This is an optimization exercise on Yosys and OpenROAD, whose aim is small area and a short achievable clock period, not a production implementation. In this exercise RTL edits were held to simulation tests only and were not proved equivalent to the original. Power figures rest on the tool's default switching activity, not on a simulated workload.

`flow/flow/run.sh`:
```
#!/bin/bash
# The standard layout (standard.sh), with three changes to how it is made:
# - synthesis maps all logic with flow/abc.script, an area-oriented ABC script (see flow/synth.tcl);
# - the port buffers use the smallest buffer cell instead of buffer_ports' default;
# - repair_timing works towards a setup slack of 10.15 ns at the design's clock period.
# - extra ORFS settings: "SYNTH_KEEP_MODULES=tod_aoi21 tod_oai21 tod_nand2 tod_nor2 tod_aoi22 tod_aoi222" (SYNTH_KEEP_MODULES keeps the one-gate blocks of
#   rtl/tod_core.v apart in synthesis, so each maps to one library gate).
# The output of every step goes to standard.log here (ORFS's own per-step logs stay in orfs/logs).
set -euo pipefail
export FLOW_ABC_SCRIPT=$PWD/flow/abc.script
bash standard.sh SYNTH_SCRIPT=$PWD/flow/synth.tcl "BUFFER_PORTS_ARGS=-buffer_cell sky130_fd_sc_hd__buf_1" SETUP_SLACK_MARGIN=10.15 "SYNTH_KEEP_MODULES=tod_aoi21 tod_oai21 tod_nand2 tod_nor2 tod_aoi22 tod_aoi222" finish > standard.log 2>&1
```
`flow/flow/abc.script`:
```
&get -n
&st
&dch -f
&nf -a
&put
```
`flow/flow/synth.tcl`:
```
# synth_recipe.tcl (the standard synthesis) with two changes: ABC maps with
# flow/abc.script in place of ORFS's abc_speed.script, and full and half adders
# are not extracted into fa/ha cells first (ABC maps that logic with the rest).
# Everything else, including the register names and cells, is as in the
# standard synthesis.
proc synth {args} { yosys synth -nofsm -noshare {*}$args }
proc extract_fa {args} { }
proc abc {args} {
  set i [lsearch -exact $args -script]
  if { $i >= 0 } {
    set args [lreplace $args [expr {$i + 1}] [expr {$i + 1}] $::env(FLOW_ABC_SCRIPT)]
  }
  yosys abc {*}$args
}
source $::env(SCRIPTS_DIR)/synth.tcl
# left out here: clear keep_hierarchy, flatten, clean up, hide names made inside functions, write 1_2_yosys.v
```
`flow/standard.sh`:
```
#!/bin/bash
# synth_recipe.tcl (not shown) runs the flow's synth.tcl, then flattens the netlist and writes it again
# the make line also repeats each setting of config.mk as NAME=value (left out here)
make -C /OpenROAD-flow-scripts/flow DESIGN_CONFIG=/design/flow/config.mk WORK_HOME=/design/flow/orfs CLKGATE_MAP_FILE= SYNTH_SCRIPT=/design/flow/synth_recipe.tcl "${@:-finish}"
```
`flow/config.mk`:
```
export PLATFORM = sky130hd
export DESIGN_NAME = tod_core
export DESIGN_NICKNAME = tod_core
export VERILOG_FILES = /design/flow/design.v
export SDC_FILE = /design/flow/constraint.sdc
export NUM_CORES = 4
export LEC_CHECK = 0
export CAP_MARGIN = 20
export CORE_MARGIN = 2
export CORE_UTILIZATION = 55
export SLEW_MARGIN = 20
```
`flow/constraint.sdc`:
```
create_clock -name core_clock -period 18.0 [get_ports {clk}]
set_input_delay 3.6000 -clock core_clock [delete_from_list [all_inputs] [get_ports {clk}]]
set_output_delay 3.6000 -clock core_clock [all_outputs]
set_load 0.01 [all_outputs]
```
`flow/design.v`:
```
module tod_core #(parameter TIME_WIDTH_SUB_NS=20, TIME_WIDTH_NS=32, TIME_WIDTH_SEC=48) (
    input clk,
    input rst_n,
    input set_init_time,  
    input set_offset_time,  
    input plus_offset_time,  
    input wire [TIME_WIDTH_SUB_NS-1:0] init_time_sub_ns,
    input wire [TIME_WIDTH_NS-1:0] init_time_ns,
    input wire [TIME_WIDTH_SEC-1:0] init_time_sec,
    input wire [TIME_WIDTH_SUB_NS-1:0] offset_time_sub_ns,
    input wire [TIME_WIDTH_NS-1:0] offset_time_ns,  
    input wire [TIME_WIDTH_SUB_NS-1:0] incr_time_sub_ns,
    input wire [TIME_WIDTH_NS-1:0] incr_time_ns,
    output reg [TIME_WIDTH_SUB_NS-1:0] time_sub_ns,
    output reg [TIME_WIDTH_NS-1:0] time_ns,
    output reg [TIME_WIDTH_SEC-1:0] time_sec
);
localparam W = TIME_WIDTH_SUB_NS + TIME_WIDTH_NS;    
localparam LW = TIME_WIDTH_SUB_NS + 9;                 
localparam HW = W - LW;                                
localparam [HW-1:0] KP = 23'd1953125;                  
localparam [HW-1:0] KM = -23'd1953125;
wire minus = set_offset_time & ~plus_offset_time;
wire [W-1:0] a = {time_ns, time_sub_ns};
wire [W-1:0] b = {incr_time_ns, incr_time_sub_ns};
wire [W-1:0] c = {W{set_offset_time}} & ({offset_time_ns, offset_time_sub_ns} ^ {W{minus}});
wire [W-1:0] x = a ^ b ^ c;
wire [W-1:0] y = {(a[W-2:0] & b[W-2:0]) | (a[W-2:0] & c[W-2:0]) | (b[W-2:0] & c[W-2:0]), 1'b0};
wire [LW-1:0] lo;
wire c9;
tod_add_lo u_lo (.a(x[LW-1:0]), .b(y[LW-1:0]), .cin(minus), .s(lo), .cout(c9));
wire [HW-1:0] xu = x[W-1:LW];
wire [HW-1:0] yu = y[W-1:LW];
wire [1:0] ib = incr_time_ns[29:28];
wire [1:0] io = offset_time_ns[29:28];
wire low = minus & (time_ns[29] ? ({1'b0, ib} + 3'd2 <= {1'b0, io}) : (ib <= io));
wire [HW-1:0] ks = low ? KP : KM;         
wire [HW-1:0] xk = xu ^ yu ^ ks;
wire [HW-1:0] yk = {(xu[HW-2:0] & yu[HW-2:0]) | (xu[HW-2:0] & ks[HW-2:0]) | (yu[HW-2:0] & ks[HW-2:0]), 1'b0};
wire [HW-1:0] u0, uk;
wire co0, cok;
tod_add_hi u_h0 (.a(xu), .b(yu), .cin(c9), .s(u0), .cout(co0));
tod_add_hi u_hk (.a(xk), .b(yk), .cin(c9), .s(uk), .cout(cok));
wire sec_dec = low & u0[HW-1];            
wire sec_adv = ~low & ~uk[HW-1];          
wire [TIME_WIDTH_SEC-1:0] ones, zeros;
assign ones[0] = 1'b1;
assign zeros[0] = 1'b1;
genvar k;
generate for (k = 1; k < TIME_WIDTH_SEC; k = k + 1) begin : g_pre
    assign ones[k] = ones[k-1] & time_sec[k-1];
    assign zeros[k] = zeros[k-1] & ~time_sec[k-1];
end endgenerate
wire ld = set_init_time;
wire adv_n = sec_adv & ~ld;
wire dec_n = sec_dec & ~ld;
wire [TIME_WIDTH_SEC-1:0] sec_q = ld ? init_time_sec : time_sec;
wire [TIME_WIDTH_SEC-1:0] sec_tn;        
genvar j;
generate for (j = 0; j < TIME_WIDTH_SEC; j = j + 1) begin : g_sfin
    tod_aoi22 u_t (.a1(adv_n), .a2(ones[j]), .b1(dec_n), .b2(zeros[j]), .y(sec_tn[j]));
end endgenerate
wire [TIME_WIDTH_SEC-1:0] sec_nxt = ~(sec_q ^ sec_tn);
wire use_k = (sec_dec | sec_adv) & ~ld;
wire use_0 = ~(sec_dec | sec_adv) & ~ld;
wire [HW-1:0] ns_hi_n;
generate for (j = 0; j < HW; j = j + 1) begin : g_nfin
    tod_aoi222 u_m (.a1(use_k), .a2(uk[j]), .b1(use_0), .b2(u0[j]), .c1(ld), .c2(init_time_ns[9+j]), .y(ns_hi_n[j]));
end endgenerate
wire [HW-1:0] ns_hi_nxt = ~ns_hi_n;
always @(posedge clk or negedge rst_n) begin
    if (!rst_n) begin
        time_sub_ns <= {TIME_WIDTH_SUB_NS{1'b0}};
        time_ns <= {TIME_WIDTH_NS{1'b0}};
        time_sec <= {TIME_WIDTH_SEC{1'b0}};
    end
    else begin
        time_sub_ns <= ld ? init_time_sub_ns : lo[TIME_WIDTH_SUB_NS-1:0];
        time_ns <= {ns_hi_nxt, ld ? init_time_ns[8:0] : lo[LW-1:TIME_WIDTH_SUB_NS]};
        time_sec <= sec_nxt;
    end
end
endmodule
module tod_add_lo (input [28:0] a, input [28:0] b, input cin, output [28:0] s, output cout);
wire [28:0] p = a ^ b;
wire [28:0] gn = ~(a & b);
wire [28:0] pn = ~(a | b);    
wire w1 = ~cin;
wire w2;
tod_oai21 uw2 (.a1(pn[0]), .a2(w1), .b1(gn[0]), .y(w2));
wire w3;
tod_oai21 uw3 (.a1(pn[2]), .a2(gn[1]), .b1(gn[2]), .y(w3));
wire w4;
tod_nor2 uw4 (.a(pn[2]), .b(pn[1]), .y(w4));
wire w5;
tod_oai21 uw5 (.a1(pn[4]), .a2(gn[3]), .b1(gn[4]), .y(w5));
wire w6;
tod_nor2 uw6 (.a(pn[4]), .b(pn[3]), .y(w6));
wire w7;
tod_oai21 uw7 (.a1(pn[6]), .a2(gn[5]), .b1(gn[6]), .y(w7));
wire w8;
tod_nor2 uw8 (.a(pn[6]), .b(pn[5]), .y(w8));
wire w9;
tod_oai21 uw9 (.a1(pn[8]), .a2(gn[7]), .b1(gn[8]), .y(w9));
wire w10;
tod_nor2 uw10 (.a(pn[8]), .b(pn[7]), .y(w10));
wire w11;
tod_oai21 uw11 (.a1(pn[10]), .a2(gn[9]), .b1(gn[10]), .y(w11));
wire w12;
tod_nor2 uw12 (.a(pn[10]), .b(pn[9]), .y(w12));
wire w13;
tod_oai21 uw13 (.a1(pn[12]), .a2(gn[11]), .b1(gn[12]), .y(w13));
wire w14;
tod_nor2 uw14 (.a(pn[12]), .b(pn[11]), .y(w14));
wire w15;
tod_oai21 uw15 (.a1(pn[14]), .a2(gn[13]), .b1(gn[14]), .y(w15));
wire w16;
tod_nor2 uw16 (.a(pn[14]), .b(pn[13]), .y(w16));
wire w17;
tod_oai21 uw17 (.a1(pn[16]), .a2(gn[15]), .b1(gn[16]), .y(w17));
wire w18;
tod_nor2 uw18 (.a(pn[16]), .b(pn[15]), .y(w18));
wire w19;
tod_oai21 uw19 (.a1(pn[18]), .a2(gn[17]), .b1(gn[18]), .y(w19));
wire w20;
tod_nor2 uw20 (.a(pn[18]), .b(pn[17]), .y(w20));
wire w21;
tod_oai21 uw21 (.a1(pn[20]), .a2(gn[19]), .b1(gn[20]), .y(w21));
wire w22;
tod_nor2 uw22 (.a(pn[20]), .b(pn[19]), .y(w22));
wire w23;
tod_oai21 uw23 (.a1(pn[22]), .a2(gn[21]), .b1(gn[22]), .y(w23));
wire w24;
tod_nor2 uw24 (.a(pn[22]), .b(pn[21]), .y(w24));
wire w25;
tod_oai21 uw25 (.a1(pn[24]), .a2(gn[23]), .b1(gn[24]), .y(w25));
wire w26;
tod_nor2 uw26 (.a(pn[24]), .b(pn[23]), .y(w26));
wire w27;
tod_oai21 uw27 (.a1(pn[26]), .a2(gn[25]), .b1(gn[26]), .y(w27));
wire w28;
tod_nor2 uw28 (.a(pn[26]), .b(pn[25]), .y(w28));
wire w29;
tod_oai21 uw29 (.a1(pn[28]), .a2(gn[27]), .b1(gn[28]), .y(w29));
wire w30;
tod_nor2 uw30 (.a(pn[28]), .b(pn[27]), .y(w30));
wire w31;
tod_aoi21 uw31 (.a1(w4), .a2(w2), .b1(w3), .y(w31));
wire w32;
tod_aoi21 uw32 (.a1(w8), .a2(w5), .b1(w7), .y(w32));
wire w33;
tod_nand2 uw33 (.a(w8), .b(w6), .y(w33));
wire w34;
tod_aoi21 uw34 (.a1(w12), .a2(w9), .b1(w11), .y(w34));
wire w35;
tod_nand2 uw35 (.a(w12), .b(w10), .y(w35));
wire w36;
tod_aoi21 uw36 (.a1(w16), .a2(w13), .b1(w15), .y(w36));
wire w37;
tod_nand2 uw37 (.a(w16), .b(w14), .y(w37));
wire w38;
tod_aoi21 uw38 (.a1(w20), .a2(w17), .b1(w19), .y(w38));
wire w39;
tod_nand2 uw39 (.a(w20), .b(w18), .y(w39));
wire w40;
tod_aoi21 uw40 (.a1(w24), .a2(w21), .b1(w23), .y(w40));
wire w41;
tod_nand2 uw41 (.a(w24), .b(w22), .y(w41));
wire w42;
tod_aoi21 uw42 (.a1(w28), .a2(w25), .b1(w27), .y(w42));
wire w43;
tod_nand2 uw43 (.a(w28), .b(w26), .y(w43));
wire w44;
tod_oai21 uw44 (.a1(w33), .a2(w31), .b1(w32), .y(w44));
wire w45;
tod_oai21 uw45 (.a1(w37), .a2(w34), .b1(w36), .y(w45));
wire w46;
tod_nor2 uw46 (.a(w37), .b(w35), .y(w46));
wire w47;
tod_oai21 uw47 (.a1(w41), .a2(w38), .b1(w40), .y(w47));
wire w48;
tod_nor2 uw48 (.a(w41), .b(w39), .y(w48));
wire w49;
tod_aoi21 uw49 (.a1(w46), .a2(w44), .b1(w45), .y(w49));
wire w50 = ~w49;
wire w51;
tod_aoi21 uw51 (.a1(w48), .a2(w50), .b1(w47), .y(w51));
wire w52 = ~w44;
wire w53;
tod_oai21 uw53 (.a1(w35), .a2(w52), .b1(w34), .y(w53));
wire w54;
tod_oai21 uw54 (.a1(w39), .a2(w49), .b1(w38), .y(w54));
wire w55;
tod_oai21 uw55 (.a1(w43), .a2(w51), .b1(w42), .y(w55));
wire w56 = ~w31;
wire w57;
tod_aoi21 uw57 (.a1(w6), .a2(w56), .b1(w5), .y(w57));
wire w58;
tod_aoi21 uw58 (.a1(w10), .a2(w44), .b1(w9), .y(w58));
wire w59;
tod_aoi21 uw59 (.a1(w14), .a2(w53), .b1(w13), .y(w59));
wire w60;
tod_aoi21 uw60 (.a1(w18), .a2(w50), .b1(w17), .y(w60));
wire w61;
tod_aoi21 uw61 (.a1(w22), .a2(w54), .b1(w21), .y(w61));
wire w62 = ~w51;
wire w63;
tod_aoi21 uw63 (.a1(w26), .a2(w62), .b1(w25), .y(w63));
wire w64;
tod_aoi21 uw64 (.a1(w30), .a2(w55), .b1(w29), .y(w64));
wire w65 = ~w2;
wire w66;
tod_oai21 uw66 (.a1(pn[1]), .a2(w65), .b1(gn[1]), .y(w66));
wire w67;
tod_oai21 uw67 (.a1(pn[3]), .a2(w31), .b1(gn[3]), .y(w67));
wire w68;
tod_oai21 uw68 (.a1(pn[5]), .a2(w57), .b1(gn[5]), .y(w68));
wire w69;
tod_oai21 uw69 (.a1(pn[7]), .a2(w52), .b1(gn[7]), .y(w69));
wire w70;
tod_oai21 uw70 (.a1(pn[9]), .a2(w58), .b1(gn[9]), .y(w70));
wire w71 = ~w53;
wire w72;
tod_oai21 uw72 (.a1(pn[11]), .a2(w71), .b1(gn[11]), .y(w72));
wire w73;
tod_oai21 uw73 (.a1(pn[13]), .a2(w59), .b1(gn[13]), .y(w73));
wire w74;
tod_oai21 uw74 (.a1(pn[15]), .a2(w49), .b1(gn[15]), .y(w74));
wire w75;
tod_oai21 uw75 (.a1(pn[17]), .a2(w60), .b1(gn[17]), .y(w75));
wire w76 = ~w54;
wire w77;
tod_oai21 uw77 (.a1(pn[19]), .a2(w76), .b1(gn[19]), .y(w77));
wire w78;
tod_oai21 uw78 (.a1(pn[21]), .a2(w61), .b1(gn[21]), .y(w78));
wire w79;
tod_oai21 uw79 (.a1(pn[23]), .a2(w51), .b1(gn[23]), .y(w79));
wire w80;
tod_oai21 uw80 (.a1(pn[25]), .a2(w63), .b1(gn[25]), .y(w80));
wire w81 = ~w55;
wire w82;
tod_oai21 uw82 (.a1(pn[27]), .a2(w81), .b1(gn[27]), .y(w82));
wire [29:0] cy;
assign cy[0] = cin;
assign cy[1] = w2;
assign cy[2] = w66;
assign cy[3] = ~w31;
assign cy[4] = w67;
assign cy[5] = ~w57;
assign cy[6] = w68;
assign cy[7] = w44;
assign cy[8] = w69;
assign cy[9] = ~w58;
assign cy[10] = w70;
assign cy[11] = w53;
assign cy[12] = w72;
assign cy[13] = ~w59;
assign cy[14] = w73;
assign cy[15] = ~w49;
assign cy[16] = w74;
assign cy[17] = ~w60;
assign cy[18] = w75;
assign cy[19] = w54;
assign cy[20] = w77;
assign cy[21] = ~w61;
assign cy[22] = w78;
assign cy[23] = ~w51;
assign cy[24] = w79;
assign cy[25] = ~w63;
assign cy[26] = w80;
assign cy[27] = w55;
assign cy[28] = w82;
assign cy[29] = ~w64;
assign s = p ^ cy[28:0];
assign cout = cy[29];
endmodule
module tod_add_hi (input [22:0] a, input [22:0] b, input cin, output [22:0] s, output cout);
wire [22:0] p = a ^ b;
wire [22:0] gn = ~(a & b);
wire [22:0] pn = ~(a | b);    
wire w1;
tod_oai21 uw1 (.a1(pn[1]), .a2(gn[0]), .b1(gn[1]), .y(w1));
wire w2;
tod_nor2 uw2 (.a(pn[1]), .b(pn[0]), .y(w2));
wire w3;
tod_oai21 uw3 (.a1(pn[3]), .a2(gn[2]), .b1(gn[3]), .y(w3));
wire w4;
tod_nor2 uw4 (.a(pn[3]), .b(pn[2]), .y(w4));
wire w5;
tod_oai21 uw5 (.a1(pn[5]), .a2(gn[4]), .b1(gn[5]), .y(w5));
wire w6;
tod_nor2 uw6 (.a(pn[5]), .b(pn[4]), .y(w6));
wire w7;
tod_oai21 uw7 (.a1(pn[7]), .a2(gn[6]), .b1(gn[7]), .y(w7));
wire w8;
tod_nor2 uw8 (.a(pn[7]), .b(pn[6]), .y(w8));
wire w9;
tod_oai21 uw9 (.a1(pn[9]), .a2(gn[8]), .b1(gn[9]), .y(w9));
wire w10;
tod_nor2 uw10 (.a(pn[9]), .b(pn[8]), .y(w10));
wire w11;
tod_oai21 uw11 (.a1(pn[11]), .a2(gn[10]), .b1(gn[11]), .y(w11));
wire w12;
tod_nor2 uw12 (.a(pn[11]), .b(pn[10]), .y(w12));
wire w13;
tod_oai21 uw13 (.a1(pn[13]), .a2(gn[12]), .b1(gn[13]), .y(w13));
wire w14;
tod_nor2 uw14 (.a(pn[13]), .b(pn[12]), .y(w14));
wire w15;
tod_oai21 uw15 (.a1(pn[15]), .a2(gn[14]), .b1(gn[15]), .y(w15));
wire w16;
tod_nor2 uw16 (.a(pn[15]), .b(pn[14]), .y(w16));
wire w17;
tod_oai21 uw17 (.a1(pn[17]), .a2(gn[16]), .b1(gn[17]), .y(w17));
wire w18;
tod_nor2 uw18 (.a(pn[17]), .b(pn[16]), .y(w18));
wire w19;
tod_oai21 uw19 (.a1(pn[19]), .a2(gn[18]), .b1(gn[19]), .y(w19));
wire w20;
tod_nor2 uw20 (.a(pn[19]), .b(pn[18]), .y(w20));
wire w21;
tod_oai21 uw21 (.a1(pn[21]), .a2(gn[20]), .b1(gn[21]), .y(w21));
wire w22;
tod_nor2 uw22 (.a(pn[21]), .b(pn[20]), .y(w22));
wire w23;
tod_aoi21 uw23 (.a1(w4), .a2(w1), .b1(w3), .y(w23));
wire w24;
tod_nand2 uw24 (.a(w4), .b(w2), .y(w24));
wire w25;
tod_aoi21 uw25 (.a1(w8), .a2(w5), .b1(w7), .y(w25));
wire w26;
tod_nand2 uw26 (.a(w8), .b(w6), .y(w26));
wire w27;
tod_aoi21 uw27 (.a1(w12), .a2(w9), .b1(w11), .y(w27));
wire w28;
tod_nand2 uw28 (.a(w12), .b(w10), .y(w28));
wire w29;
tod_aoi21 uw29 (.a1(w16), .a2(w13), .b1(w15), .y(w29));
wire w30;
tod_nand2 uw30 (.a(w16), .b(w14), .y(w30));
wire w31;
tod_aoi21 uw31 (.a1(w20), .a2(w17), .b1(w19), .y(w31));
wire w32;
tod_nand2 uw32 (.a(w20), .b(w18), .y(w32));
wire w33;
tod_oai21 uw33 (.a1(w26), .a2(w23), .b1(w25), .y(w33));
wire w34;
tod_nor2 uw34 (.a(w26), .b(w24), .y(w34));
wire w35;
tod_oai21 uw35 (.a1(w30), .a2(w27), .b1(w29), .y(w35));
wire w36;
tod_nor2 uw36 (.a(w30), .b(w28), .y(w36));
wire w37;
tod_aoi21 uw37 (.a1(w36), .a2(w33), .b1(w35), .y(w37));
wire w38;
tod_nand2 uw38 (.a(w36), .b(w34), .y(w38));
wire w39 = ~w33;
wire w40;
tod_oai21 uw40 (.a1(w28), .a2(w39), .b1(w27), .y(w40));
wire w41 = ~w34;
wire w42;
tod_nor2 uw42 (.a(w28), .b(w41), .y(w42));
wire w43;
tod_oai21 uw43 (.a1(w32), .a2(w37), .b1(w31), .y(w43));
wire w44;
tod_nor2 uw44 (.a(w32), .b(w38), .y(w44));
wire w45 = ~w23;
wire w46;
tod_aoi21 uw46 (.a1(w6), .a2(w45), .b1(w5), .y(w46));
wire w47 = ~w24;
wire w48;
tod_nand2 uw48 (.a(w6), .b(w47), .y(w48));
wire w49;
tod_aoi21 uw49 (.a1(w10), .a2(w33), .b1(w9), .y(w49));
wire w50;
tod_nand2 uw50 (.a(w10), .b(w34), .y(w50));
wire w51;
tod_aoi21 uw51 (.a1(w14), .a2(w40), .b1(w13), .y(w51));
wire w52;
tod_nand2 uw52 (.a(w14), .b(w42), .y(w52));
wire w53 = ~w37;
wire w54;
tod_aoi21 uw54 (.a1(w18), .a2(w53), .b1(w17), .y(w54));
wire w55 = ~w38;
wire w56;
tod_nand2 uw56 (.a(w18), .b(w55), .y(w56));
wire w57;
tod_aoi21 uw57 (.a1(w22), .a2(w43), .b1(w21), .y(w57));
wire w58;
tod_nand2 uw58 (.a(w22), .b(w44), .y(w58));
wire w59 = ~w1;
wire w60;
tod_oai21 uw60 (.a1(pn[2]), .a2(w59), .b1(gn[2]), .y(w60));
wire w61 = ~w2;
wire w62;
tod_nor2 uw62 (.a(pn[2]), .b(w61), .y(w62));
wire w63;
tod_oai21 uw63 (.a1(pn[4]), .a2(w23), .b1(gn[4]), .y(w63));
wire w64;
tod_nor2 uw64 (.a(pn[4]), .b(w24), .y(w64));
wire w65;
tod_oai21 uw65 (.a1(pn[6]), .a2(w46), .b1(gn[6]), .y(w65));
wire w66;
tod_nor2 uw66 (.a(pn[6]), .b(w48), .y(w66));
wire w67;
tod_oai21 uw67 (.a1(pn[8]), .a2(w39), .b1(gn[8]), .y(w67));
wire w68;
tod_nor2 uw68 (.a(pn[8]), .b(w41), .y(w68));
wire w69;
tod_oai21 uw69 (.a1(pn[10]), .a2(w49), .b1(gn[10]), .y(w69));
wire w70;
tod_nor2 uw70 (.a(pn[10]), .b(w50), .y(w70));
wire w71 = ~w40;
wire w72;
tod_oai21 uw72 (.a1(pn[12]), .a2(w71), .b1(gn[12]), .y(w72));
wire w73 = ~w42;
wire w74;
tod_nor2 uw74 (.a(pn[12]), .b(w73), .y(w74));
wire w75;
tod_oai21 uw75 (.a1(pn[14]), .a2(w51), .b1(gn[14]), .y(w75));
wire w76;
tod_nor2 uw76 (.a(pn[14]), .b(w52), .y(w76));
wire w77;
tod_oai21 uw77 (.a1(pn[16]), .a2(w37), .b1(gn[16]), .y(w77));
wire w78;
tod_nor2 uw78 (.a(pn[16]), .b(w38), .y(w78));
wire w79;
tod_oai21 uw79 (.a1(pn[18]), .a2(w54), .b1(gn[18]), .y(w79));
wire w80;
tod_nor2 uw80 (.a(pn[18]), .b(w56), .y(w80));
wire w81 = ~w43;
wire w82;
tod_oai21 uw82 (.a1(pn[20]), .a2(w81), .b1(gn[20]), .y(w82));
wire w83 = ~w44;
wire w84;
tod_nor2 uw84 (.a(pn[20]), .b(w83), .y(w84));
wire w85;
tod_oai21 uw85 (.a1(pn[22]), .a2(w57), .b1(gn[22]), .y(w85));
wire w86;
tod_nor2 uw86 (.a(pn[22]), .b(w58), .y(w86));
wire [23:0] cy;
assign cy[0] = cin;
wire w87 = ~cin;
wire w88;
tod_oai21 uw88 (.a1(pn[0]), .a2(w87), .b1(gn[0]), .y(w88));
assign cy[1] = w88;
wire w89;
tod_aoi21 uw89 (.a1(w2), .a2(cin), .b1(w1), .y(w89));
assign cy[2] = ~w89;
wire w90;
tod_aoi21 uw90 (.a1(w62), .a2(cin), .b1(w60), .y(w90));
assign cy[3] = ~w90;
wire w91;
tod_oai21 uw91 (.a1(w24), .a2(w87), .b1(w23), .y(w91));
assign cy[4] = w91;
wire w92;
tod_aoi21 uw92 (.a1(w64), .a2(cin), .b1(w63), .y(w92));
assign cy[5] = ~w92;
wire w93;
tod_oai21 uw93 (.a1(w48), .a2(w87), .b1(w46), .y(w93));
assign cy[6] = w93;
wire w94;
tod_aoi21 uw94 (.a1(w66), .a2(cin), .b1(w65), .y(w94));
assign cy[7] = ~w94;
wire w95;
tod_aoi21 uw95 (.a1(w34), .a2(cin), .b1(w33), .y(w95));
assign cy[8] = ~w95;
wire w96;
tod_aoi21 uw96 (.a1(w68), .a2(cin), .b1(w67), .y(w96));
assign cy[9] = ~w96;
wire w97;
tod_oai21 uw97 (.a1(w50), .a2(w87), .b1(w49), .y(w97));
assign cy[10] = w97;
wire w98;
tod_aoi21 uw98 (.a1(w70), .a2(cin), .b1(w69), .y(w98));
assign cy[11] = ~w98;
wire w99;
tod_aoi21 uw99 (.a1(w42), .a2(cin), .b1(w40), .y(w99));
assign cy[12] = ~w99;
wire w100;
tod_aoi21 uw100 (.a1(w74), .a2(cin), .b1(w72), .y(w100));
assign cy[13] = ~w100;
wire w101;
tod_oai21 uw101 (.a1(w52), .a2(w87), .b1(w51), .y(w101));
assign cy[14] = w101;
wire w102;
tod_aoi21 uw102 (.a1(w76), .a2(cin), .b1(w75), .y(w102));
assign cy[15] = ~w102;
wire w103;
tod_oai21 uw103 (.a1(w38), .a2(w87), .b1(w37), .y(w103));
assign cy[16] = w103;
wire w104;
tod_aoi21 uw104 (.a1(w78), .a2(cin), .b1(w77), .y(w104));
assign cy[17] = ~w104;
wire w105;
tod_oai21 uw105 (.a1(w56), .a2(w87), .b1(w54), .y(w105));
assign cy[18] = w105;
wire w106;
tod_aoi21 uw106 (.a1(w80), .a2(cin), .b1(w79), .y(w106));
assign cy[19] = ~w106;
wire w107;
tod_aoi21 uw107 (.a1(w44), .a2(cin), .b1(w43), .y(w107));
assign cy[20] = ~w107;
wire w108;
tod_aoi21 uw108 (.a1(w84), .a2(cin), .b1(w82), .y(w108));
assign cy[21] = ~w108;
wire w109;
tod_oai21 uw109 (.a1(w58), .a2(w87), .b1(w57), .y(w109));
assign cy[22] = w109;
wire w110;
tod_aoi21 uw110 (.a1(w86), .a2(cin), .b1(w85), .y(w110));
assign cy[23] = ~w110;
assign s = p ^ cy[22:0];
assign cout = cy[23];
endmodule
module tod_aoi21 (input a1, input a2, input b1, output y);
assign y = ~((a1 & a2) | b1);
endmodule
module tod_oai21 (input a1, input a2, input b1, output y);
assign y = ~((a1 | a2) & b1);
endmodule
module tod_nand2 (input a, input b, output y);
assign y = ~(a & b);
endmodule
module tod_nor2 (input a, input b, output y);
assign y = ~(a | b);
endmodule
module tod_aoi22 (input a1, input a2, input b1, input b2, output y);
assign y = ~((a1 & a2) | (b1 & b2));
endmodule
module tod_aoi222 (input a1, input a2, input b1, input b2, input c1, input c2, output y);
assign y = ~((a1 & a2) | (b1 & b2) | (c1 & c2));
endmodule
```
==> flow_summary.yaml, run 1 <==
outcome:
  outcome: "finished clean"
worst_setup_path:
  critPathCapture: "time_ns[29]$_DFF_PN0_"
  cp-start-kind: "primary input"
  crit_path_max_incr_delay_ns: 0.39
  r2r_start: "time_sec[2]$_DFF_PN0_"
  setup.worst_path.start: "plus_offset_time"
  cp_cell_sequence: "buf_6 > buf_16 > xnor2_1 > nand2_1 > xnor2_2 > or2_1 > nand2_1 > xnor2_2 > nor2_1 > nor2_1 > nand2_1 > nor2_4 > nand2_1 > nor2_2 > nand2_1 > o21ai_0 > xnor2_1 > xnor2_1 > nand2b_4 > a21oi_2 > buf_6 > a222oi_1 > clkinv_1"
  path_common_cell: "nand2_1"
  path_buf_inv: 4
  end_kind: "flop"
  cp.arrival_ns: 7.85
  rr_endpoint: "time_sec[47]$_DFF_PN0_"
  rr_worst_depth: 18
  worstSetupPathType: "in2reg"
  r2r_slack_ns: 10.45
  cp.required_ns: 18.23
  cp.depth: 23
  path_delay_family: "simple AND/OR/NAND/NOR gates"
  crit_fanout: 23
  worst_path_max_delay_cell: "a222oi_1"
sta:
  tightest_slew_ns: 0.969
  setup_tns_ns: 0
  rsz0062_at_grt: "no"
  relSlewSlack: 0.354
  slew_violations: 0
  timing.fmax_ghz: 0.131
  finalSetupViolCount: 0
  fin_crit_sh: 0.423
  fin_skew_ns: 0.0148
  timing_hold_violations_final: 0
  fin_worst_hold_slack_ns: 0.609
  period_minus_slack_ns: 7.62
logic_synthesis:
  synthXorXnorAreaFrac: 0.221
  syn_area_um2: 10500
  avgSynthCellArea_um2: 7.19
  synth.top_cells.by_count: "235 x nand2_1, 192 x xnor2_1, 187 x o21ai_0, 157 x nor2_1, 100 x dfrtp_1"
  ys_warn_count: 1
  synth_cells: 1455
  yosys.cell_count.top_type: "nand2_1"
  yosys-mux-area-fraction: 0.0459
  synth.area.top_cells: "dfrtp_1 24%, xnor2_1 16%, o21ai_0 8.9%"
  synth_compound_area_frac: 0.194
  synthDistinctLibCells: 28
  yosys.area_share.adder: 0.0134
  synth_area_leader_cell: "dfrtp_1"
  synth_top_family_by_area: "simple AND/OR/NAND/NOR gates"
  synth_edf_count: 0
  yosysSeqAreaShare: 0.239
  ys_async_sr_fraction: 1.00
  synth_seq_cells: 100
  yosys.area_share.simple: 0.250
  synthFlopType: "dfrtp_1"
  synth_top_area_frac: 0.239
power_and_ir_drop:
  internal_power_uw: 1120
  vdd_drop_max_uv: 86.7
  p_switching_uw: 1260
  p_seq_frac: 0.163
  clockPowerShare: 0.087
  powerDensity_nw_per_um2: 187
  comb_power_share: 0.750
  total_leakage_power_uw: 0.00478
  sw_frac_of_total: 0.528
flow_run:
  cap_viol_max_count: 0
floorplan:
  die_area_um2: 20100
  io_pins: 309
  rows: 50
  die_y_um: 142
  core_um2: 18700
  die_w_um: 142
  start_util: 0.560
clocking:
  cts_tree: "built"
  htree_levels: 3
  clockBufferDepth: 2
  insertion_delay_ns: 0.37
  cts_root_buffer: "clkbuf_16"
  numCtsBuffers: 9
  clk_pin_slew_worst_paths_ns: 0.08
  clock-sinks: 100
global_routing:
  antenna_found_initial: 2
  grt_pass1_vias: 10200
  grt_overflow: 0
  grt_max_degree: 70
  grt_pass1_wl_um: 49100
  grt_util_all_layers: 0.303
detailed_routing:
  drtAntennaViolNets: 0
  drt-total-wl_um: 31600
  wl_per_cell_um: 15.6
  drt_iter0_drc: 680
  via_count: 11200
  drc: 0
  dr.pass1.iters: 7
  routed_via_density: 5.51
placement:
  hpwl_um: 22700
  gp_congestion: 0.910
  io_buffer_count: 308
finish:
  area_growth_syn_to_layout_pct: 21.2
  fin_nets: 2002
  drive_above_1_share: 0.0439
min_path:
  hold_class: "reg2reg"
==> per-module statistics from Yosys (local to each module, per instance) <==
module      flip-flops and latches  times used
tod_core                       100           1
tod_aoi222                       0          23
tod_aoi22                        0          48
tod_aoi21                        0          66
tod_oai21                        0         101
tod_nand2                        0          28
tod_nor2                         0          66
==> worst min path at each step <==
stage,to,cells past startpoint,from,slack [ns]
final,time_sec[47]$_DFF_PN0_,2,time_sec[47]$_DFF_PN0_,0.61
after CTS,time_sec[47]$_DFF_PN0_,2,time_sec[47]$_DFF_PN0_,0.61
after global routing,time_sec[47]$_DFF_PN0_,2,time_sec[47]$_DFF_PN0_,0.65
after global placement,time_sec[47]$_DFF_PN0_,2,time_sec[47]$_DFF_PN0_,0.60
after detailed placement,time_sec[47]$_DFF_PN0_,2,time_sec[47]$_DFF_PN0_,0.59
after floorplan,time_sec[47]$_DFF_PN0_,2,time_sec[47]$_DFF_PN0_,0.62
==> tightest hold or removal path: cells and delay by family (launching register included) <==
family	cells	cell delay [ns]
flip-flops	1	0.36
multiplexers	1	0.08
XOR/XNOR	1	0.13
==> layout by cell type, fill, tap and decap left out, types with 21 or more instances in the layout <==
cell / instances
buf_1: 304
nand2_1: 234
xnor2_1: 188
o21ai_0: 176
nor2_1: 151
dfrtp_1: 100
clkinv_1: 96
a21oi_1: 83
xor2_1: 72
nor2b_1: 50
mux2i_1: 48
a22oi_1: 47
nand2b_1: 23
a222oi_1: 23
and3_1: 21
==> layer usage <==
| layer | global-route usage | wire length (µm) |
|---|---|---|
| met5 | 0 | 13 |
| met4 | 0.101 | 782 |
| met3 | 0.0559 | 2210 |
| met2 | 0.514 | 15100 |
| met1 | 0.390 | 13600 |
==> through the flow <==
step | instance area, µm² | setup WS [ns] | cells | utilization | total power [µW]
global route | 12700 | 10.10 | 2033 | 0.678 | 2610
finish | 12700 | 10.38 | 2033 | 0.678 | 2380
detailed placement | 12100 | 8.73 | 2010 | 0.647 | 2070
floorplan | 10500 | 10.14 | 1459 | - | 1670
global placement | 12000 | 8.55 | 2008 | 0.644 | 2030
CTS | 12500 | 10.18 | 2030 | 0.669 | 2320
==> layout make-up <==
| class | count | area, µm² |
|---|---|---|
| clock buffer | 9 | 225 |
| clock inverter | 7 | 77.6 |
| timing repair buffer | 322 | 1380 |
| antenna | 1 | 2.50 |
| tap | 234 | 293 |
| sequential | 100 | 2500 |
| fill | 1737 | 6020 |
| inverter | 99 | 387 |
| multi-input combinational | 1261 | 7820 |
==> power groups by stage <==
stage               clock network [µW]  registers (µW)  logic (µW)
floorplan                            0             408        1260
global placement                     0             385        1640
detailed placement                   0             388        1680
CTS                                212             386        1720
global route                       220             399        1990
finish                             206             388        1780
==> what timing repair did <==
item	4_1_cts	5_1_grt
buffers inserted	2	1
hold buffers	0	0
cloned	2	1
pin swaps	3	6
endpoints found under the setup margin	71	71
resized for setup	25	43
==> flip-flops by register name (all words and copies together), names as in the netlist <==
name         cells
time_ns         32
time_sub_ns     20
time_sec        48
==> logic make-up (layout without fill, tap and decap cells) <==
family / Yosys count / count (layout)
and+or+nand+nor: 572 / 574
muxes: 48 / 48
DFF: 100 / 100
AOI/OAI and AO/OA: 356 / 356
adders and majority gates: 14 / 14
xor gates and xnor gates: 264 / 264
other: 1 / 6
buffers and inverters: 100 / 437
==> run 2: changes to the inputs <==
==> flow/flow/run.sh (replaced) <==
#!/bin/bash
# The standard layout (standard.sh), with three changes to how it is made:
# - synthesis maps all logic with flow/abc.script, an area-oriented ABC script (see flow/synth.tcl);
# - the port buffers use the smallest buffer cell instead of buffer_ports' default;
# - repair_timing works towards a setup slack of 10.25 ns at the design's clock period.
# - extra ORFS settings: "SYNTH_KEEP_MODULES=tod_aoi21 tod_oai21 tod_nand2 tod_nor2 tod_aoi22 tod_aoi222" (SYNTH_KEEP_MODULES keeps the one-gate blocks of
#   rtl/tod_core.v apart in synthesis, so each maps to one library gate).
# The output of every step goes to standard.log here (ORFS's own per-step logs stay in orfs/logs).
set -euo pipefail
export FLOW_ABC_SCRIPT=$PWD/flow/abc.script
bash standard.sh SYNTH_SCRIPT=$PWD/flow/synth.tcl "BUFFER_PORTS_ARGS=-buffer_cell sky130_fd_sc_hd__buf_1" SETUP_SLACK_MARGIN=10.25 "SYNTH_KEEP_MODULES=tod_aoi21 tod_oai21 tod_nand2 tod_nor2 tod_aoi22 tod_aoi222" finish > standard.log 2>&1
--- a/flow/config.mk
+++ b/flow/config.mk
@@ -8,4 +8,4 @@
 export CAP_MARGIN = 20
 export CORE_MARGIN = 2
-export CORE_UTILIZATION = 55
+export CORE_UTILIZATION = 65
 export SLEW_MARGIN = 20
==> flow_summary.yaml, run 2 <==
floorplan:
  io_pins: 309
  die_area_um2: 17100
  start_util: 0.661
  rows: 46
  die_y_um: 131
  core_um2: 15800
  die_w_um: 131
sta:
  slew_violations: 0
  finalSetupViolCount: 0
  timing.fmax_ghz: 0.132
  tightest_slew_ns: 0.777
  period_minus_slack_ns: 7.57
  rsz0062_at_grt: "yes"
  fin_skew_ns: 0.0135
  timing_hold_violations_final: 0
  setup_tns_ns: 0
  relSlewSlack: 0.482
  fin_crit_sh: 0.420
global_routing:
  grt_overflow: 0
  grt_max_degree: 78
  antenna_found_initial: 2
  grt_pass1_vias: 10700
  grt_pass1_wl_um: 49600
  grt_util_all_layers: 0.363
worst_setup_path:
  path_delay_family: "simple AND/OR/NAND/NOR gates"
  cp_cell_sequence: "buf_4 > bufbuf_16 > xnor2_1 > nand2_1 > xnor2_1 > or2_0 > nand2_1 > xnor2_1 > nand2_1 > o21ai_0 > a21oi_1 > o21ai_4 > a21oi_2 > o21ai_2 > a21oi_2 > o21ai_1 > xnor2_1 > xnor2_1 > nand2b_4 > nor2_4 > a22oi_1 > xor2_1"
  worst_path_max_delay_cell: "nor2_4"
  end_kind: "flop"
  crit_fanout: 24
  path_common_cell: "xnor2_1"
  cp.required_ns: 18.24
  cp.arrival_ns: 7.81
  worstSetupPathType: "in2reg"
  cp-start-kind: "primary input"
  rr_worst_depth: 18
  crit_path_max_incr_delay_ns: 0.52
  cp.depth: 22
  path_buf_inv: 2
logic_synthesis:
  avgSynthCellArea_um2: 7.19
  synthXorXnorAreaFrac: 0.221
  synthDistinctLibCells: 28
  ys_async_sr_fraction: 1.00
  synth_compound_area_frac: 0.194
  syn_area_um2: 10500
  synth.area.top_cells: "dfrtp_1 24%, xnor2_1 16%, o21ai_0 8.9%"
  synth_cells: 1455
  synth_top_area_frac: 0.239
  synth_edf_count: 0
  yosys.area_share.adder: 0.0134
  synth_top_family_by_area: "simple AND/OR/NAND/NOR gates"
  yosysSeqAreaShare: 0.239
  synth_seq_cells: 100
  yosys.cell_count.top_type: "nand2_1"
  yosys-mux-area-fraction: 0.0459
  ys_warn_count: 1
  synth_area_leader_cell: "dfrtp_1"
  synthFlopType: "dfrtp_1"
  synth.top_cells.by_count: "235 x nand2_1, 192 x xnor2_1, 187 x o21ai_0, 157 x nor2_1, 100 x dfrtp_1"
  yosys.area_share.simple: 0.250
placement:
  hpwl_um: 22400
  place_inst: 1991
  dpl_cell_area_um2: 12100
  gp_congestion: 0.934
  io_buffer_count: 308
min_path:
  hold_depth: 2
  hold_class: "reg2reg"
finish:
  top_register: "time_sec"
  drive_above_1_share: 0.0684
  reg_top3: "time_sec: 48 flops, time_ns: 32 flops, time_sub_ns: 20 flops"
  final_common_cell: "buf_1"
  stdcell_count: 2030
  area_growth_syn_to_layout_pct: 23.9
  most-common-layout-cells: "304 x buf_1, 233 x nand2_1, 183 x xnor2_1"
  fin_nets: 2017
  largest_reg_flops: 48
  final_cell_area_um2: 13000
  fillerInstances: 1142
clocking:
  cts_root_buffer: "clkbuf_16"
  clockBufferDepth: 2
  numCtsBuffers: 9
  clk_pin_slew_worst_paths_ns: 0.08
  insertion_delay_ns: 0.37
  htree_levels: 3
  cts_tree: "built"
  cts_hold_buf: 0
  clock-sinks: 100
detailed_routing:
  drt_iter0_drc: 984
  maxUsedRoutingLayer: "met5"
  drt-total-wl_um: 33000
  wl_met1_um: 13200
  wl_per_cell_um: 16.3
  drtAntennaViolNets: 0
  wl_met3_um: 3080
  dr.pass1.iters: 8
  met2_length_um: 15700
  drc: 0
  via_count: 11800
  routed_via_density: 5.80
power_and_ir_drop:
  powerDensity_nw_per_um2: 191
  p_seq_frac: 0.157
  p_switching_uw: 1320
  internal_power_uw: 1160
  vdd_drop_max_uv: 143
  total_leakage_power_uw: 0.00493
  comb_power_share: 0.758
  sw_frac_of_total: 0.532
  clockPowerShare: 0.084
flow_run:
  cap_viol_max_count: 0
outcome:
  outcome: "finished clean"
run 2: final cells by class:
| class | count | area, µm² | share of cell area |
|---|---|---|---|
| diodes | 1 | 2.50 | 0.000193 |
| well taps | 216 | 270 | 0.0208 |
| flip-flops and latches | 100 | 2500 | 0.193 |
| inverters | 99 | 385 | 0.0297 |
| clock inverters | 7 | 88.8 | 0.00685 |
| clock buffers | 9 | 225 | 0.0174 |
| multi-input cells | 1263 | 8010 | 0.617 |
| repair buffers | 335 | 1490 | 0.115 |
run 2: tightest hold or removal path, stage by stage (launching register included):
cell and delay (ns):
dfrtp_1 0.38, mux2i_1 0.10, xor2_1 0.12
run 2: cells by family after synthesis:
| family | Yosys count |
|---|---|
| AND/OR/NAND/NOR | 572 |
| AO/OA/AOI/OAI | 356 |
| XOR/XNOR | 264 |
| flip-flops | 100 |
| buffers and inverters | 100 |
| multiplexers | 48 |
| adder cells (fa/ha/maj) | 14 |
| other | 1 |
run 2: power groups by stage:
stage	Combinational, µW	Clock (µW)	Sequential [µW]
CTS	1730	209	386
detailed placement	1660	0	387
global placement	1640	0	385
global route	2060	217	401
floorplan	1270	0	408
finish	1880	209	389
run 2: repair_timing:
item	in CTS	in global routing
pin swaps	5	13
buffers inserted	2	12
gates resized for setup	29	76
setup endpoints to repair	71	71
endpoints found under the hold margin	0	0
gates cloned	6	2
run 2: stage by stage:
step	hold WS [ns]	power (µW)	utilization	setup slack [ns]
global placement	0.610	2020	0.761	8.44
floorplan	0.618	1680	-	10.22
finish	0.646	2470	0.820	10.43
detailed placement	0.622	2050	0.761	8.29
global route	0.678	2680	0.819	10.17
CTS	0.646	2320	0.796	10.26
run 2: modules after synthesis (local to each module, per instance):
module,times used,cells inside
tod_oai21,101,1
tod_aoi222,23,1
tod_nor2,66,1
tod_aoi22,48,1
tod_aoi21,66,1
tod_core,1,1123
tod_nand2,28,1
run 2: per-layer routing:
layer,global-route usage,vias to the layer above
met4,0.140,2
met2,0.631,579
met3,0.0749,78
li1,-,5693
met5,0,-
met1,0.442,5428
run 2: final timing paths:
path / start / to / slack (ns)
min in group asynchronous: rst_n / time_sec[0]$_DFF_PN0_ / 3.17
worst max register to register: time_sec[2]$_DFF_PN0_ / time_sec[47]$_DFF_PN0_ / 10.51
worst max-delay path: plus_offset_time / time_sec[44]$_DFF_PN0_ / 10.43
worst min register to register: time_sec[47]$_DFF_PN0_ / time_sec[47]$_DFF_PN0_ / 0.65
max in group asynchronous: rst_n / time_ns[20]$_DFF_PN0_ / 13.74
worst min-delay path: time_sec[47]$_DFF_PN0_ / time_sec[47]$_DFF_PN0_ / 0.65
==> run 3: changes to the inputs <==
--- a/flow/config.mk
+++ b/flow/config.mk
@@ -8,4 +8,4 @@
 export CAP_MARGIN = 20
 export CORE_MARGIN = 2
-export CORE_UTILIZATION = 65
+export CORE_UTILIZATION = 50
 export SLEW_MARGIN = 20
==> flow_summary.yaml, run 3 <==
floorplan:
  die_w_um: 149
  start_util: 0.514
  rows: 52
  core_um2: 20400
  io_pins: 309
  die_area_um2: 22100
  die_y_um: 149
outcome:
  outcome: "finished clean"
logic_synthesis:
  synth.top_cells.by_count: "235 x nand2_1, 192 x xnor2_1, 187 x o21ai_0, 157 x nor2_1, 100 x dfrtp_1"
  synth_cells: 1455
  avgSynthCellArea_um2: 7.19
  yosysSeqAreaShare: 0.239
  ys_warn_count: 1
  yosys.cell_count.top_type: "nand2_1"
  synthDistinctLibCells: 28
  ys_async_sr_fraction: 1.00
  synthFlopType: "dfrtp_1"
  synth_area_leader_cell: "dfrtp_1"
  synth.area.top_cells: "dfrtp_1 24%, xnor2_1 16%, o21ai_0 8.9%"
  synth_top_area_frac: 0.239
  synth_edf_count: 0
  synth_seq_cells: 100
  syn_area_um2: 10500
min_path:
  hold_depth: 2
  hold_class: "reg2reg"
  holdPathEnd: "time_sec[47]$_DFF_PN0_"
  hold_start: "time_sec[47]$_DFF_PN0_"
clocking:
  clockBufferDepth: 2
  cts_hold_buf: 0
  insertion_delay_ns: 0.37
  clock-sinks: 100
  cts_root_buffer: "clkbuf_16"
  clk_pin_slew_worst_paths_ns: 0.08
  numCtsBuffers: 9
  cts_tree: "built"
  htree_levels: 3
detailed_routing:
  via_count: 11000
  drt_iter0_drc: 676
  drtAntennaViolNets: 0
  wl_per_cell_um: 15.6
  routed_via_density: 5.32
  drt-total-wl_um: 32400
  dr.pass1.iters: 6
  drc: 0
placement:
  io_buffer_count: 308
  hpwl_um: 23500
  pre_cts_slack_ns: 8.64
  gp_congestion: 0.875
global_routing:
  grt_max_degree: 74
  grt_util_all_layers: 0.286
  use_met1: 0.371
  use_met3: 0.0663
  grt_overflow: 0
  top_usage_layer: "met2"
  antenna_found_initial: 2
  met2_usage: 0.484
  grt_pass1_wl_um: 51000
  grt_pass1_vias: 10500
finish:
  post-route-util: 0.633
  drive_above_1_share: 0.0516
  fillerInstances: 1979
  fin_nets: 2007
  top_register: "time_sec"
  final_common_cell: "buf_1"
  area_growth_syn_to_layout_pct: 23.1
  most-common-layout-cells: "304 x buf_1, 233 x nand2_1, 190 x xnor2_1"
  largest_reg_flops: 48
  reg_top3: "time_sec: 48 flops, time_ns: 32 flops, time_sub_ns: 20 flops"
sta:
  fin_skew_ns: 0.0132
  fin_crit_sh: 0.416
  timing.fmax_ghz: 0.133
  timing_hold_violations_final: 0
  relSlewSlack: 0.266
  finalWorstSetupSlack_ns: 10.50
  tightest_slew_ns: 1.10
  rsz0062_at_grt: "yes"
  fin_worst_hold_slack_ns: 0.629
  finalSetupViolCount: 0
  slew_violations: 0
  period_minus_slack_ns: 7.50
  setup_tns_ns: 0
flow_run:
  cap_viol_max_count: 0
worst_setup_path:
  cp-start-kind: "primary input"
  r2r_slack_ns: 10.58
  rr_endpoint: "time_sec[47]$_DFF_PN0_"
  cp.required_ns: 18.22
  end_kind: "flop"
  worstSetupPathType: "in2reg"
  r2r_start: "time_sec[2]$_DFF_PN0_"
  rr_worst_depth: 18
  crit_fanout: 23
  cp.arrival_ns: 7.72
power_and_ir_drop:
  vdd_drop_max_uv: 137
  powerDensity_nw_per_um2: 190
  total_power_uw: 2440
  total_leakage_power_uw: 0.00484
[run 3: cell families (layout without fill, tap and decap cells)]
logic type | after synthesis | count (layout) | synth area share
and+or+nand+nor | 572 | 574 | 0.250
AOI/OAI and AO/OA | 356 | 357 | 0.194
xor gates and xnor gates | 264 | 264 | 0.221
DFF | 100 | 100 | 0.239
buffers and inverters | 100 | 441 | 0.0362
muxes | 48 | 48 | 0.0459
adders and majority gates | 14 | 14 | 0.0134
other | 1 | 8 | 0.000358
[run 3: layer usage]
layer / up-vias / part of all wire
met4: 0 / 0.018
li1: 5657 / -
met3: 40 / 0.078
met1: 5028 / 0.43
met5: - / 0
met2: 323 / 0.47
[run 3: per-module statistics from Yosys, one instance, submodules excluded]
module      area, µm²  cells  copies in the design  flops+latches
tod_aoi21        5.00      1                    66              0
tod_aoi22        7.51      1                    48              0
tod_nand2        3.75      1                    28              0
tod_aoi222       10.0      1                    23              0
tod_nor2         3.75      1                    66              0
tod_core         8690   1123                     1            100
tod_oai21        5.00      1                   101              0
[run 3: how the worst max path moves through the flow]
| stage | slack, ns | depth (start not counted) | from | end |
|---|---|---|---|---|
| floorplan | 10.22 | 17 | incr_time_ns[29] | time_sec[0]$_DFF_PN0_ |
| global placement | 8.49 | 21 | plus_offset_time | time_sec[27]$_DFF_PN0_ |
| detailed placement | 8.64 | 19 | plus_offset_time | time_ns[17]$_DFF_PN0_ |
| CTS | 10.26 | 18 | time_sec[2]$_DFF_PN0_ | time_sec[47]$_DFF_PN0_ |
| global route | 10.20 | 24 | plus_offset_time | time_ns[25]$_DFF_PN0_ |
| finish | 10.50 | 21 | incr_time_ns[29] | time_ns[29]$_DFF_PN0_ |
[run 3: final cells by class]
class | count | area, µm² | area share
antenna | 3 | 7.51 | 0.000583
clock buffer | 9 | 225 | 0.0175
sequential | 100 | 2500 | 0.194
tap | 270 | 338 | 0.0262
clock inverter | 7 | 118 | 0.00913
inverter | 99 | 385 | 0.0299
timing repair buffer | 326 | 1420 | 0.110
multi-input combinational | 1262 | 7890 | 0.612
[run 3: what timing repair did]
| action | 4_1_cts | 5_1_grt |
|---|---|---|
| setup endpoints to repair | 71 | 71 |
| setup buffers | 5 | 3 |
| gates cloned | 2 | 2 |
| pin swaps | 3 | 7 |
| gates resized for setup | 28 | 52 |
[run 3: power breakdown]
group | internal [µW] | switching (µW)
clock | 126 | 106
sequential | 306 | 84.0
combinational | 733 | 1090
total | 1170 | 1280
[run 3: critical path, stage by stage]
cell and delay, ns:
buf_1 0.08, nor2_1 0.37, a22o_1 0.32, o211ai_1 0.13, buf_4 0.27, xnor2_1 0.19
a21oi_1 0.28, o21ai_0 0.14, a21oi_1 0.25, o21ai_4 0.14, a21oi_4 0.21, o21ai_2 0.11
a21oi_1 0.12, o21ai_1 0.09, xnor2_1 0.19, xnor2_1 0.17, nand2b_4 0.22, a21oi_2 0.07
buf_6 0.23, a222oi_1 0.38, clkinv_1 0.15
[run 3: stage by stage]
step,instances,cell area [µm²]
after floorplan,1459,10600
after global placement,2043,12100
after detailed placement,2045,12200
after CTS,2068,12700
after global routing,2074,12900
final,2076,12900
==> run 4: changes to the inputs <==
--- a/flow/config.mk
+++ b/flow/config.mk
@@ -8,4 +8,4 @@
 export CAP_MARGIN = 20
 export CORE_MARGIN = 2
-export CORE_UTILIZATION = 50
+export CORE_UTILIZATION = 60
 export SLEW_MARGIN = 20
==> flow_summary.yaml, run 4 <==
outcome:
  outcome: "finished clean"
logic_synthesis:
  synth_top_area_frac: 0.239
  synth_seq_cells: 100
  synth.area.top_cells: "dfrtp_1 24%, xnor2_1 16%, o21ai_0 8.9%"
  syn_area_um2: 10500
  synthDistinctLibCells: 28
  ys_warn_count: 1
  synth_edf_count: 0
  avgSynthCellArea_um2: 7.19
  yosys.cell_count.top_type: "nand2_1"
  yosysSeqAreaShare: 0.239
  ys_async_sr_fraction: 1.00
  synth.top_cells.by_count: "235 x nand2_1, 192 x xnor2_1, 187 x o21ai_0, 157 x nor2_1, 100 x dfrtp_1"
  synth_area_leader_cell: "dfrtp_1"
  synthFlopType: "dfrtp_1"
  synth_cells: 1455
detailed_routing:
  drt-total-wl_um: 31400
  drc: 0
  drt_iter0_drc: 708
  dr.pass1.iters: 6
  via_count: 11400
  drtAntennaViolNets: 0
  routed_via_density: 5.62
  wl_per_cell_um: 15.5
finish:
  most-common-layout-cells: "304 x buf_1, 235 x nand2_1, 191 x xnor2_1"
  reg_top3: "time_sec: 48 flops, time_ns: 32 flops, time_sub_ns: 20 flops"
  largest_reg_flops: 48
  final_common_cell: "buf_1"
  area_growth_syn_to_layout_pct: 21.5
  post-route-util: 0.740
  drive_above_1_share: 0.0467
  top_register: "time_sec"
  fin_nets: 2004
  fillerInstances: 1453
floorplan:
  io_pins: 309
  core_um2: 17200
  die_w_um: 136
  start_util: 0.609
  rows: 48
  die_area_um2: 18500
  die_y_um: 136
clocking:
  insertion_delay_ns: 0.37
  clockBufferDepth: 2
  clk_pin_slew_worst_paths_ns: 0.08
  cts_root_buffer: "clkbuf_16"
  clock-sinks: 100
  htree_levels: 3
  cts_tree: "built"
  numCtsBuffers: 9
  cts_hold_buf: 0
power_and_ir_drop:
  vdd_drop_max_uv: 116
  clockPowerShare: 0.089
  sw_frac_of_total: 0.524
  p_switching_uw: 1250
  comb_power_share: 0.748
  p_seq_frac: 0.163
  powerDensity_nw_per_um2: 188
  total_power_uw: 2380
  internal_power_uw: 1140
  total_leakage_power_uw: 0.00478
global_routing:
  antenna_found_initial: 1
  grt_pass1_wl_um: 47800
  grt_util_all_layers: 0.322
  grt_max_degree: 73
  grt_pass1_vias: 10200
  grt_overflow: 0
sta:
  finalSetupViolCount: 0
  period_minus_slack_ns: 7.47
  timing.fmax_ghz: 0.134
  fin_worst_hold_slack_ns: 0.633
  setup_tns_ns: 0
  timing_hold_violations_final: 0
  rsz0062_at_grt: "yes"
  finalWorstSetupSlack_ns: 10.53
  fin_crit_sh: 0.415
  relSlewSlack: 0.356
  slew_violations: 0
  fin_skew_ns: 0.0147
  tightest_slew_ns: 0.965
worst_setup_path:
  worst_path_max_delay_cell: "a222oi_1"
  cp-start-kind: "primary input"
  cp.required_ns: 18.24
  worstSetupPathType: "in2reg"
  cp.arrival_ns: 7.70
  crit_path_max_incr_delay_ns: 0.43
  end_kind: "flop"
  cp_cell_sequence: "buf_6 > buf_16 > xnor2_1 > nand2_1 > nand2_1 > o21ai_0 > or2_1 > nand2_1 > xnor2_1 > a21oi_1 > nor2_1 > nand2_1 > nor2_2 > nand2_1 > nor2_2 > nand2_1 > o21ai_1 > xnor2_1 > xnor2_1 > nand2b_2 > a21oi_2 > buf_4 > a222oi_1 > clkinv_1"
  path_common_cell: "nand2_1"
  crit_fanout: 23
placement:
  io_buffer_count: 308
  gp_congestion: 0.912
  pre_cts_slack_ns: 8.85
  hpwl_um: 22800
min_path:
  hold_class: "reg2reg"
flow_run:
  cap_viol_max_count: 0
## run 4: cell count changes in the layout (fill, tap and decap cells not counted), sizes merged
cell    previous run  this run
nor2             159       157
buf              322       321
bufinv             2         1
clkinv            99       100
diode              3         1
inv                4         3
clkbuf            13        14
## run 4: kinds of logic after synthesis
kind of cell | after synthesis | share of synthesized area
and+or+nand+nor | 572 | 0.250
other | 1 | 0.000358
AOI/OAI and AO/OA | 356 | 0.194
adders and majority gates | 14 | 0.0134
buffers and inverters | 100 | 0.0362
muxes | 48 | 0.0459
DFF | 100 | 0.239
xor gates and xnor gates | 264 | 0.221
## run 4: critical path, delay by kind of cell
kind / cells / cell delay [ns]
xor+xnor: 4 / 0.62
simple gates: 11 / 1.79
buf+inv: 4 / 0.74
compound gates: 5 / 0.95
## run 4: area by class of cell
| class | count | area [µm²] | area share |
|---|---|---|---|
| multi-input combinational | 1260 | 7830 | 0.616 |
| sequential | 100 | 2500 | 0.197 |
| timing repair buffer | 325 | 1400 | 0.110 |
| inverter | 99 | 385 | 0.0303 |
| tap | 225 | 282 | 0.0221 |
| clock buffer | 10 | 229 | 0.0180 |
| clock inverter | 6 | 82.6 | 0.00650 |
| antenna | 1 | 2.50 | 0.000197 |
## run 4: Yosys stat by module (local to each module, per instance)
module | times used | flops+latches
tod_aoi21 | 66 | 0
tod_core | 1 | 100
tod_aoi222 | 23 | 0
tod_nor2 | 66 | 0
tod_nand2 | 28 | 0
tod_oai21 | 101 | 0
tod_aoi22 | 48 | 0
## run 4: metal layers
layer / global-route usage / wire length (µm) / up-vias
li1: - / - / 5648
met1: 0.391 / 12700 / 5196
met2: 0.551 / 14900 / 468
met3: 0.0667 / 2720 / 69
met4: 0.137 / 1000 / 2
met5: 0 / 13 / -
## run 4: per-stage QoR
stage,cells,instance area (µm²)
after CTS,2021,12500
after floorplan,1459,10600
after global placement,1999,12100
after global routing,2025,12700
final,2026,12700
after detailed placement,2001,12100
## run 4: what timing repair did
item | CTS | global route
resized for setup | 21 | 44
hold endpoints to repair | 0 | 0
setup buffers | 4 | 2
pin swaps | 3 | 5
cloned | 0 | 2
endpoints found under the setup margin | 71 | 71
## run 4: power groups by stage
| stage | sequential [µW] | combinational [µW] | clock [µW] |
|---|---|---|---|
| floorplan | 408 | 1270 | 0 |
| global placement | 386 | 1640 | 0 |
| detailed placement | 389 | 1680 | 0 |
| CTS | 386 | 1720 | 216 |
| global route | 399 | 1980 | 224 |
| finish | 389 | 1780 | 212 |
## run 4: path summary, 6_finish.rpt
kind / endpoint / slack [ns] / start / cells after the start
max in group asynchronous: time_sec[16]$_DFF_PN0_ / 13.47 / rst_n / 2
worst max-delay path: time_ns[31]$_DFF_PN0_ / 10.53 / plus_offset_time / 24
worst max register to register: time_sec[47]$_DFF_PN0_ / 10.53 / time_sec[2]$_DFF_PN0_ / 18
worst min-delay path: time_sec[47]$_DFF_PN0_ / 0.63 / time_sec[47]$_DFF_PN0_ / 2
worst min register to register: time_sec[47]$_DFF_PN0_ / 0.63 / time_sec[47]$_DFF_PN0_ / 2
min in group asynchronous: time_sec[4]$_DFF_PN0_ / 3.20 / rst_n / 1
==> run 5: changes to the inputs <==
--- a/flow/config.mk
+++ b/flow/config.mk
@@ -8,4 +8,5 @@
 export CAP_MARGIN = 20
 export CORE_MARGIN = 2
-export CORE_UTILIZATION = 60
+export CORE_UTILIZATION = 55
+export GPL_TIMING_DRIVEN = 0
 export SLEW_MARGIN = 20
==> flow_summary.yaml, run 5 <==
outcome:
  outcome: "finished clean"
floorplan:
  die_w_um: 142
  die_y_um: 142
  rows: 50
  die_area_um2: 20100
  io_pins: 309
  core_um2: 18700
  start_util: 0.560
finish:
  area_growth_syn_to_layout_pct: 26.2
  most-common-layout-cells: "304 x buf_1, 231 x nand2_1, 191 x xnor2_1"
  drive_above_1_share: 0.0669
  largest_reg_flops: 48
  top_register: "time_sec"
  fin_nets: 2028
  final_cell_area_um2: 13200
  reg_top3: "time_sec: 48 flops, time_ns: 32 flops, time_sub_ns: 20 flops"
  final_common_cell: "buf_1"
sta:
  fin_skew_ns: 0.0256
  fin_crit_sh: 0.423
  relSlewSlack: 0.575
  tightest_slew_ns: 0.638
  timing.fmax_ghz: 0.131
  finalSetupViolCount: 0
  slew_violations: 0
  period_minus_slack_ns: 7.62
  timing_hold_violations_final: 0
  rsz0062_at_grt: "no"
  setup_tns_ns: 0
detailed_routing:
  via_count: 11300
  routed_via_density: 5.50
  drc: 0
  drtAntennaViolNets: 0
  dr.pass1.iters: 6
  drt-total-wl_um: 32000
  wl_per_cell_um: 15.5
  drt_iter0_drc: 731
logic_synthesis:
  synth.top_cells.by_count: "235 x nand2_1, 192 x xnor2_1, 187 x o21ai_0, 157 x nor2_1, 100 x dfrtp_1"
  synthDistinctLibCells: 28
  synth_top_area_frac: 0.239
  synth_edf_count: 0
  synth_area_leader_cell: "dfrtp_1"
  ys_async_sr_fraction: 1.00
  synth_seq_cells: 100
  ys_warn_count: 1
  yosysSeqAreaShare: 0.239
  yosys.cell_count.top_type: "nand2_1"
  synthFlopType: "dfrtp_1"
  syn_area_um2: 10500
  synth_cells: 1455
  synth.area.top_cells: "dfrtp_1 24%, xnor2_1 16%, o21ai_0 8.9%"
  avgSynthCellArea_um2: 7.19
power_and_ir_drop:
  clockPowerShare: 0.088
  vdd_drop_max_uv: 102
  comb_power_share: 0.761
  powerDensity_nw_per_um2: 193
  total_leakage_power_uw: 0.00500
  p_seq_frac: 0.152
  internal_power_uw: 1210
  p_switching_uw: 1340
  sw_frac_of_total: 0.526
  total_power_uw: 2550
clocking:
  htree_levels: 3
  clockBufferDepth: 2
  clock-sinks: 100
  cts_root_buffer: "clkbuf_16"
  cts_tree: "built"
  insertion_delay_ns: 0.38
  numCtsBuffers: 9
  cts_hold_buf: 0
  clk_pin_slew_worst_paths_ns: 0.08
placement:
  hpwl_um: 23000
  dpl_cell_area_um2: 12300
  gp_congestion: 0.936
  io_buffer_count: 308
global_routing:
  met2_usage: 0.513
  antenna_found_initial: 3
  grt_max_degree: 38
  use_met1: 0.382
  top_usage_layer: "met2"
  grt_util_all_layers: 0.305
  grt_overflow: 0
  use_met3: 0.0656
  grt_pass1_wl_um: 49400
  grt_pass1_vias: 10300
worst_setup_path:
  crit_fanout: 15
  cp-start-kind: "primary input"
  worstSetupPathType: "in2reg"
  end_kind: "flop"
  cp.required_ns: 18.21
  cp.arrival_ns: 7.83
min_path:
  hold_class: "reg2reg"
flow_run:
  cap_viol_max_count: 0
[run 5: metal layers]
layer,up-vias,part of all wire
met5,-,0.00091
met4,4,0.029
met3,57,0.078
met2,377,0.47
met1,5175,0.42
li1,5712,-
[run 5: stage by stage]
stage | utilization | hold slack (ns) | instances | setup slack [ns]
detailed placement | 0.659 | 0.598 | 2017 | 8.48
global route | 0.706 | 0.671 | 2058 | 10.20
CTS | 0.691 | 0.645 | 2044 | 10.27
floorplan | - | 0.618 | 1459 | 10.22
finish | 0.706 | 0.643 | 2060 | 10.38
global placement | 0.642 | 0.594 | 2001 | 5.19
[run 5: Yosys stat by module, one instance, submodules excluded]
module / cells inside / cell area [µm²] / flip-flops and latches
tod_aoi21: 1 / 5.00 / 0
tod_aoi22: 1 / 7.51 / 0
tod_aoi222: 1 / 10.0 / 0
tod_core: 1123 / 8690 / 100
tod_nand2: 1 / 3.75 / 0
tod_nor2: 1 / 3.75 / 0
tod_oai21: 1 / 5.00 / 0
[run 5: worst paths after layout]
check	slack, ns	start	endpoint	depth (start not counted)
worst max-delay path	10.38	plus_offset_time	time_ns[31]$_DFF_PN0_	21
worst min-delay path	0.64	time_sec[9]$_DFF_PN0_	time_sec[9]$_DFF_PN0_	2
worst max register to register	10.51	time_sec[2]$_DFF_PN0_	time_sec[47]$_DFF_PN0_	18
worst min register to register	0.64	time_sec[9]$_DFF_PN0_	time_sec[9]$_DFF_PN0_	2
max in group asynchronous	14.15	rst_n	time_ns[30]$_DFF_PN0_	2
min in group asynchronous	3.23	rst_n	time_ns[15]$_DFF_PN0_	1
[run 5: layout make-up]
class / instances / area (µm²)
multi-input combinational: 1263 / 7970
fill: 1594 / 5490
sequential: 100 / 2500
timing repair buffer: 345 / 1720
inverter: 99 / 389
tap: 234 / 293
clock buffer: 9 / 225
clock inverter: 7 / 103
buffer: 1 / 7.51
antenna: 2 / 5.00
[run 5: kinds of logic after synthesis]
family                     share of synthesized area
and+or+nand+nor                                0.250
other                                       0.000358
DFF                                            0.239
adders and majority gates                     0.0134
AOI/OAI and AO/OA                              0.194
muxes                                         0.0459
xor gates and xnor gates                       0.221
buffers and inverters                         0.0362
[run 5: repair_timing]
item	4_1_cts	5_1_grt
setup buffers	6	14
gates resized for setup	33	56
endpoints found under the setup margin	71	71
pin swaps	6	13
gates cloned	5	0
[run 5: power groups by stage]
stage          Sequential, µW  Combinational (µW)  Clock, µW
2_1_floorplan             408                1270          0
3_3_place_gp              384                1650          0
3_5_place_dp              386                1700          0
4_1_cts                   385                1840        226
5_1_grt                   398                2140        233
6_report                  386                1940        223
[run 5: critical path: stages]
cell and delay [ns]:
buf_12 0.14, buf_12 0.16, buf_16 0.16, xnor2_1 0.30, nand2_1 0.15, o21ai_0 0.23, or2_0 0.24, clkinv_1 0.12
nor2_1 0.23, nand2_1 0.21, nor2_4 0.21, nand2_1 0.15, nor2_2 0.21, nand2_1 0.09, o21ai_0 0.25, xor2_1 0.37
nand2_4 0.21, nand2_4 0.18, nor2_4 0.11, a222oi_1 0.29, clkinv_1 0.20

[afterwards: timing with drivers on the ports]
In the flow no input, the clock included, has a driving cell. The finished layouts below were timed again as built, in two steps.
Step 1 (the two cells are an assumption about what drives the block):
set clk [get_ports {clk}]
set_driving_cell -lib_cell sky130_fd_sc_hd__clkbuf_16 $clk
set_driving_cell -lib_cell sky130_fd_sc_hd__buf_2 [delete_from_list [all_inputs] $clk]
Step 2 also shifts input and output timing later by t, the mid clock arrival at the registers, as if the neighbouring blocks saw the same clock.
Slacks: ideal / step 1 / step 2; pairs: ideal / step 1.
| run | t (ns) | setup WS [ns] | worst register clock-pin slew, ns |
|---|---|---|---|
| run 1 | 0.413 | 10.385 / 10.353 / 9.940 | 0.09 / 0.09 |
| run 2 | 0.411 | 10.431 / 10.449 / 10.038 | 0.09 / 0.09 |
| run 3 | 0.408 | 10.503 / 10.513 / 10.104 | 0.09 / 0.09 |
| run 4 | 0.402 | 10.534 / 10.534 / 10.136 | 0.08 / 0.08 |
| run 5 | 0.414 | 10.383 / 10.382 / 9.968 | 0.10 / 0.10 |
After both steps setup and hold are still met in every run listed. For run 1, which loses most, drivers alone change the setup slack by -0.032 ns; drivers and shift together by -0.445 ns.
